What follows belongs to an exercise in optimizing a design on an open flow for a short achievable clock period and few clock cycles; a production flow would make more cautious choices.
In this exercise RTL edits were held to simulation tests only and were not proved equivalent to the original.
No activity file was given, so power comes from the tool's default toggle rates.

==> flow/design.v (excerpt) <==
module PipeLineCPU(
    input         clk,
    input         rst_n,
    output [15:0] imem_addr,
    input  [31:0] imem_rdata,
    output [15:0] dmem_addr,
    output        dmem_we,
    output [31:0] dmem_wdata,
    input  [31:0] dmem_rdata,
    output        debug_wb_have_inst,
    output [31:0] debug_wb_pc,
    output        debug_wb_ena,
    output [4:0]  debug_wb_reg,
    output [31:0] debug_wb_value
    );
export LEC_CHECK = 0
export CAP_MARGIN = 20
export CORE_MARGIN = 2
export CORE_UTILIZATION = 30
export PLACE_DENSITY = 0.5
export SETUP_SLACK_MARGIN = 5
export SLEW_MARGIN = 20
export TNS_END_PERCENT = 100
create_clock -name core_clock -period 11.0 [get_ports {clk}]
standard.sh (not shown) runs the stock make flow with config.mk's settings and CLKGATE_MAP_FILE= SYNTH_SCRIPT=/design/flow/synth_recipe.tcl, a recipe that flattens the netlist after the stock synthesis.
==> flow/flow/run.sh <==
#!/bin/bash
set -euo pipefail
bash standard.sh SETUP_SLACK_MARGIN=8 finish > orfs_make.log 2>&1
Testbench counts at the start, summed over its fixed seeds: cycles 57,881.
Next try:
--- a/flow/design.v
+++ b/flow/design.v
@@ -162,37 +162,29 @@
     wire [31:0] d_imm = is_store ? imm_s :
                         (is_lui | is_auipc) ? imm_u :
                         shimm ? imm_sh : imm_i;
     wire [31:0] d_jtgt = ksadd(d_pc, imm_j, 1'b0);
     wire [31:0] d_bbtgt = ksadd(d_pc, imm_b, 1'b0);
     wire [31:0] d_btgt = is_jal ? d_jtgt : d_bbtgt;
     wire        w_wr  = w_valid & w_we;
-    wire        wb1   = w_wr && w_rd == rs1 && rs1 != 5'd0;
-    wire        wb2   = w_wr && w_rd == rs2 && rs2 != 5'd0;
+    wire [31:0] rf1   = (rs1 == 5'd0) ? 32'd0 : rf[rs1];
+    wire [31:0] rf2   = (rs2 == 5'd0) ? 32'd0 : rf[rs2];
+    wire [31:0] rb1   = (w_wr && w_rd == rs1 && rs1 != 5'd0) ? w_val : rf1;
+    wire [31:0] rb2   = (w_wr && w_rd == rs2 && rs2 != 5'd0) ? w_val : rf2;
     wire x_wr = x_valid & x_we;
     wire m_wr = m_valid & m_we;
     wire m1 = x_wr && x_rd == rs1 && rs1 != 5'd0;
     wire m2 = x_wr && x_rd == rs2 && rs2 != 5'd0;
     wire w1 = m_wr && m_rd == rs1 && rs1 != 5'd0;
     wire w2 = m_wr && m_rd == rs2 && rs2 != 5'd0;
     wire [31:0] m_fwd = m_load ? ld_val : m_res;
+    wire [31:0] rv1   = w1 ? m_fwd : rb1;
+    wire [31:0] rv2   = w2 ? m_fwd : rb2;
     wire a_is_reg = ~(is_lui | is_auipc | is_jal);
     wire b_is_reg = is_alur | is_br;
-    wire a_pc = is_auipc | is_jal;
-    wire a_ok = a_is_reg & ~m1;
-    wire a_mf = a_ok & w1;
-    wire a_wv = a_ok & ~w1 & wb1;
-    wire a_rf = a_ok & ~w1 & ~wb1 & (rs1 != 5'd0);
-    wire b_im = ~b_is_reg;
-    wire s_mf = ~m2 & w2;
-    wire s_wv = ~m2 & ~w2 & wb2;
-    wire s_rf = ~m2 & ~w2 & ~wb2 & (rs2 != 5'd0);
-    wire b_mf = b_is_reg & s_mf;
-    wire b_wv = b_is_reg & s_wv;
-    wire b_rf = b_is_reg & s_rf;
     wire ld_use   = x_valid & x_load & (x_rd != 5'd0) &
                     ((uses1 && rs1 == x_rd) || (uses2 && rs2 == x_rd));
     wire mem_conf = x_valid & x_store & ~x_sw & (is_load | is_store);
     wire stall    = d_valid & (ld_use | mem_conf);
     reg s_add, s_sub, s_and, s_or, s_xor, s_sll, s_sr, s_sra, s_slt, s_sltu;
     always @(*) begin
         s_add = 1'b0; s_sub = 1'b0; s_and = 1'b0; s_or = 1'b0; s_xor = 1'b0;
@@ -369,19 +361,17 @@
             d_pt   <= f_pt;
             d_ptgt <= f_ptgt;
             d_hit  <= f_hit;
             d_m    <= f_mt;
             d_h    <= f_h;
             d_c    <= f_c;
         end
-        x_a    <= ({32{a_pc}} & d_pc) | ({32{a_mf}} & m_fwd) |
-                  ({32{a_wv}} & w_val) | ({32{a_rf}} & rf[rs1]);
-        x_b    <= ({32{b_im}} & d_imm) | ({32{b_mf}} & m_fwd) |
-                  ({32{b_wv}} & w_val) | ({32{b_rf}} & rf[rs2]);
-        x_sd   <= ({32{s_mf}} & m_fwd) | ({32{s_wv}} & w_val) | ({32{s_rf}} & rf[rs2]);
+        x_a    <= (is_auipc | is_jal) ? d_pc : (is_lui | m1) ? 32'd0 : rv1;
+        x_b    <= b_is_reg ? (m2 ? 32'd0 : rv2) : d_imm;
+        x_sd   <= m2 ? 32'd0 : rv2;
         x_imm  <= d_imm;
         m_fa   <= res_fa;
         m_fb   <= res_fb;
         m_fs   <= res_fs;
         x_s_add <= s_add; x_s_sub <= s_sub; x_s_and <= s_and; x_s_or <= s_or;
         x_s_xor <= s_xor; x_s_sll <= s_sll; x_s_sr <= s_sr; x_sra <= s_sra;
         x_s_slt <= s_slt; x_s_sltu <= s_sltu; x_s_link <= s_link;
The new run passed the timing, DRC and antenna checks.
Hold slack is worse by 3.2 ps.
Wire length increases by 9.3%.
Synthesized cell count increases by 4.2%.
Sequential cell count does not change.
Combinational power increases by 6.7%.
Utilization grows by 1.6 points.
Clock power stays flat.
Via count rose by 8.1%.
Worst setup slack degrades by 43 ps.
Die area increases by 1.9%.
Sequential power hardly moves.
Cell count is higher by 5.7%.
Design area grows by 5.8%.
Testbench counts after the change, summed over its fixed seeds: cycles 57,881.

* * *

the previous run:
PipeLineCPU, a different RTL version from the one above (not shown whole).
Size in the first run: ~10000 cells after synthesis, ~200 I/O pins, roughly 120000 sq um of cells after synthesis.
Settings: LEC_CHECK=0, CAP_MARGIN=20, CORE_MARGIN=2, CORE_UTILIZATION=30, PLACE_DENSITY=0.5, SETUP_SLACK_MARGIN=5, SLEW_MARGIN=20, TNS_END_PERCENT=100; clock period 11.0 ns.
Scripts as last shown in full above: flow/flow/run.sh
Testbench counts of the previous run, summed over its fixed seeds: cycles 57,881.
--- input diff the previous run..the current run ---
--- a/flow/design.v
+++ b/flow/design.v
@@ -33,15 +33,15 @@
     reg  [2:0]  d_h;
     reg  [15:0] d_c;
     reg         x_valid;
     reg  [31:0] x_a, x_b, x_sd, x_imm, x_pc, x_pc4, x_btgt, x_jcmp;
     reg  [31:0] m_fa, m_fb, m_fs;
     reg         x_s_add, x_s_sub, x_s_and, x_s_or, x_s_xor, x_s_sll, x_s_sr, x_s_slt, x_s_sltu, x_s_link;
     reg         x_sra;
-    reg         x_c_eq, x_c_ne, x_c_lt, x_c_ge, x_c_ltu, x_c_geu, x_c_odd;
+    reg         x_c_eq, x_c_lt, x_c_ltu, x_c_odd, x_c_neg;
     reg  [4:0]  x_rd;
     reg         x_we, x_load, x_store, x_sw, x_br, x_jal, x_jalr;
     reg  [2:0]  x_f3;
     reg         x_pt, x_tok, x_fhit, x_rd0;
     reg  [BN-1:0] x_m;
     reg  [2:0]  x_h;
     reg  [15:0] x_c;
@@ -231,24 +231,24 @@
                         ({32{x_s_or}}   & (A | B))   |
                         ({32{x_s_xor}}  & (A ^ B))   |
                         ({32{x_s_sll}}  & shl)       |
                         ({32{x_s_sr}}   & shr)       |
                         ({32{x_s_slt}}  & {31'b0, lt})  |
                         ({32{x_s_sltu}} & {31'b0, ltu}) |
                         ({32{x_s_link}} & x_pc4);
-    wire x_taken = (x_c_eq & eq) | (x_c_ne & ~eq) | (x_c_lt & lt) | (x_c_ge & ~lt) |
-                   (x_c_ltu & ltu) | (x_c_geu & ~ltu) | (x_c_odd & (A[0] ^ B[0]));
+    wire x_cond  = (x_c_eq & eq) | (x_c_lt & lt) | (x_c_ltu & ltu) | (x_c_odd & (A[0] ^ B[0]));
+    wire x_taken = x_cond ^ x_c_neg;
     wire x_tgt_ok   = x_tok | (x_ptgt == x_btgt);
     wire jalr_ok    = x_pt & (A == x_jcmp);
     wire jmiss      = (x_jal & ~x_tgt_ok) | (x_jalr & ~jalr_ok);
     wire redir_t    = x_valid & ((x_br & ~(x_pt & x_tgt_ok)) | jmiss);
     wire redir_n    = x_valid & ((x_br & x_pt) | jmiss);
     wire [31:0] tgt_t = x_jalr ? agu : x_btgt;
     wire [31:0] tgt_n = x_jalr ? agu : x_br ? x_pc4 : x_btgt;
-    wire x_redirect = x_taken ? redir_t : redir_n;
+    wire x_redirect = x_cond ? (x_c_neg ? redir_n : redir_t) : (x_c_neg ? redir_t : redir_n);
     wire x_inrange = ~(|agu[31:23]) & ~(agu[22] & agu[21]);
     assign dmem_addr  = daddr_q;
     assign dmem_we    = dwe_q;
     assign dmem_wdata = dwdata_q;
     wire [31:0] rdw = m_inrange ? dmem_rdata : 32'd0;
     wire [7:0]  ld_b = m_off[1] ? (m_off[0] ? rdw[31:24] : rdw[23:16])
                                 : (m_off[0] ? rdw[15:8]  : rdw[7:0]);
@@ -288,15 +288,17 @@
         if (stall)           pc_norm = pc;
         else if (d_redirect) pc_norm = d_rtgt;
         else if (f_pt)       pc_norm = f_ptgt;
         else                 pc_norm = pc4;
     end
     wire [31:0] pc_t = redir_t ? tgt_t : pc_norm;
     wire [31:0] pc_nt = redir_n ? tgt_n : pc_norm;
-    wire [31:0] pc_n = x_taken ? pc_t : pc_nt;
+    wire [31:0] pc_c1 = x_c_neg ? pc_nt : pc_t;
+    wire [31:0] pc_c0 = x_c_neg ? pc_t : pc_nt;
+    wire [31:0] pc_n = x_cond ? pc_c1 : pc_c0;
     integer i;
     always @(posedge clk or negedge rst_n) begin
         if (~rst_n) begin
             pc      <= 32'd0;
             btb_rr  <= 3'd0;
             d_valid <= 1'b0;
             x_valid <= 1'b0;
@@ -361,21 +363,19 @@
         x_imm  <= d_imm;
         m_fa   <= (a_is_reg & m1) ? x_res : 32'd0;
         m_fb   <= (b_is_reg & m2) ? x_res : 32'd0;
         m_fs   <= m2 ? x_res : 32'd0;
         x_s_add <= s_add; x_s_sub <= s_sub; x_s_and <= s_and; x_s_or <= s_or;
         x_s_xor <= s_xor; x_s_sll <= s_sll; x_s_sr <= s_sr; x_sra <= s_sra;
         x_s_slt <= s_slt; x_s_sltu <= s_sltu; x_s_link <= s_link;
-        x_c_eq  <= is_br & (f3 == 3'b000);
-        x_c_ne  <= is_br & (f3 == 3'b001);
+        x_c_eq  <= is_br & (f3[2:1] == 2'b00);
         x_c_odd <= is_br & (f3[2:1] == 2'b01);
-        x_c_lt  <= is_br & (f3 == 3'b100);
-        x_c_ge  <= is_br & (f3 == 3'b101);
-        x_c_ltu <= is_br & (f3 == 3'b110);
-        x_c_geu <= is_br & (f3 == 3'b111);
+        x_c_lt  <= is_br & (f3[2:1] == 2'b10);
+        x_c_ltu <= is_br & (f3[2:1] == 2'b11);
+        x_c_neg <= is_br & f3[0] & (f3[2:1] != 2'b01);
         x_rd    <= rd;
         x_we    <= d_we;
         x_load  <= is_load;
         x_store <= is_store;
         x_sw    <= f3 == 3'b010;
         x_f3    <= f3;
         x_br    <= is_br;
==> comparison <==
Both conditions hold for the current run: the flow ran to the end and the final layout passed the timing, DRC and antenna checks.
The previous run reached the final stage; the timing, DRC and antenna checks on its layout passed.
Diff the previous run..the current run | number of global-route vias before repair | negligible
Required time at the endpoint of the critical path was lower in the current run than in the previous run.
In the metrics for the previous run and the current run, the one carrying the lower weighted congestion reported at the end of routability-driven placement is the previous run.
The current run — routed wire length 3.2% lower, the previous run as reference
Between the previous run and the current run, the sequential cell area figures differ only marginally.
Delta (the current run minus the previous run): power consumed by sequential cells flat; share of cell area taken by multi-input logic gates flat; number of buffers added for setup after CTS up 3.0%.
Post-route fraction of the period consumed by the critical path for the current run: 1.4 points down relative to the previous run
Between the previous run and the current run, the cell count went up.
Testbench counts of the current run, summed over its fixed seeds: cycles 57,881.

port drivers added, routing unchanged:
No port has a modelled driver above. Below, the same layouts with a new extraction and two added sets of constraints. Step 1, drivers: a clkbuf_16 drives clk and a buf_2 each remaining input, both assumed. Step 2 times the ports against the registers' clock, not the clock port: input delays grow and output delays shrink by t, the midpoint of the rising clock arrivals with the driver on. Slacks: ideal / step 1 / step 2; pairs: ideal / step 1.
run | t, ns | setup WS [ns] | slew at the worst register clock pin (ns)
the first run of note 1 | 1.026 | 6.955 / 6.955 / 6.269 | 0.07 / 0.07
the second run of note 1 | 1.063 | 6.912 / 6.912 / 6.650 | 0.08 / 0.08
the previous run | 1.034 | 6.662 / 6.662 / 6.662 | 0.07 / 0.07
the current run | 1.031 | 6.813 / 6.813 / 6.663 | 0.07 / 0.07
After both steps every run listed still meets setup and hold. For the first run of note 1, which loses most, drivers alone change the setup slack by 0.000 ns; drivers and shift together by -0.686 ns.
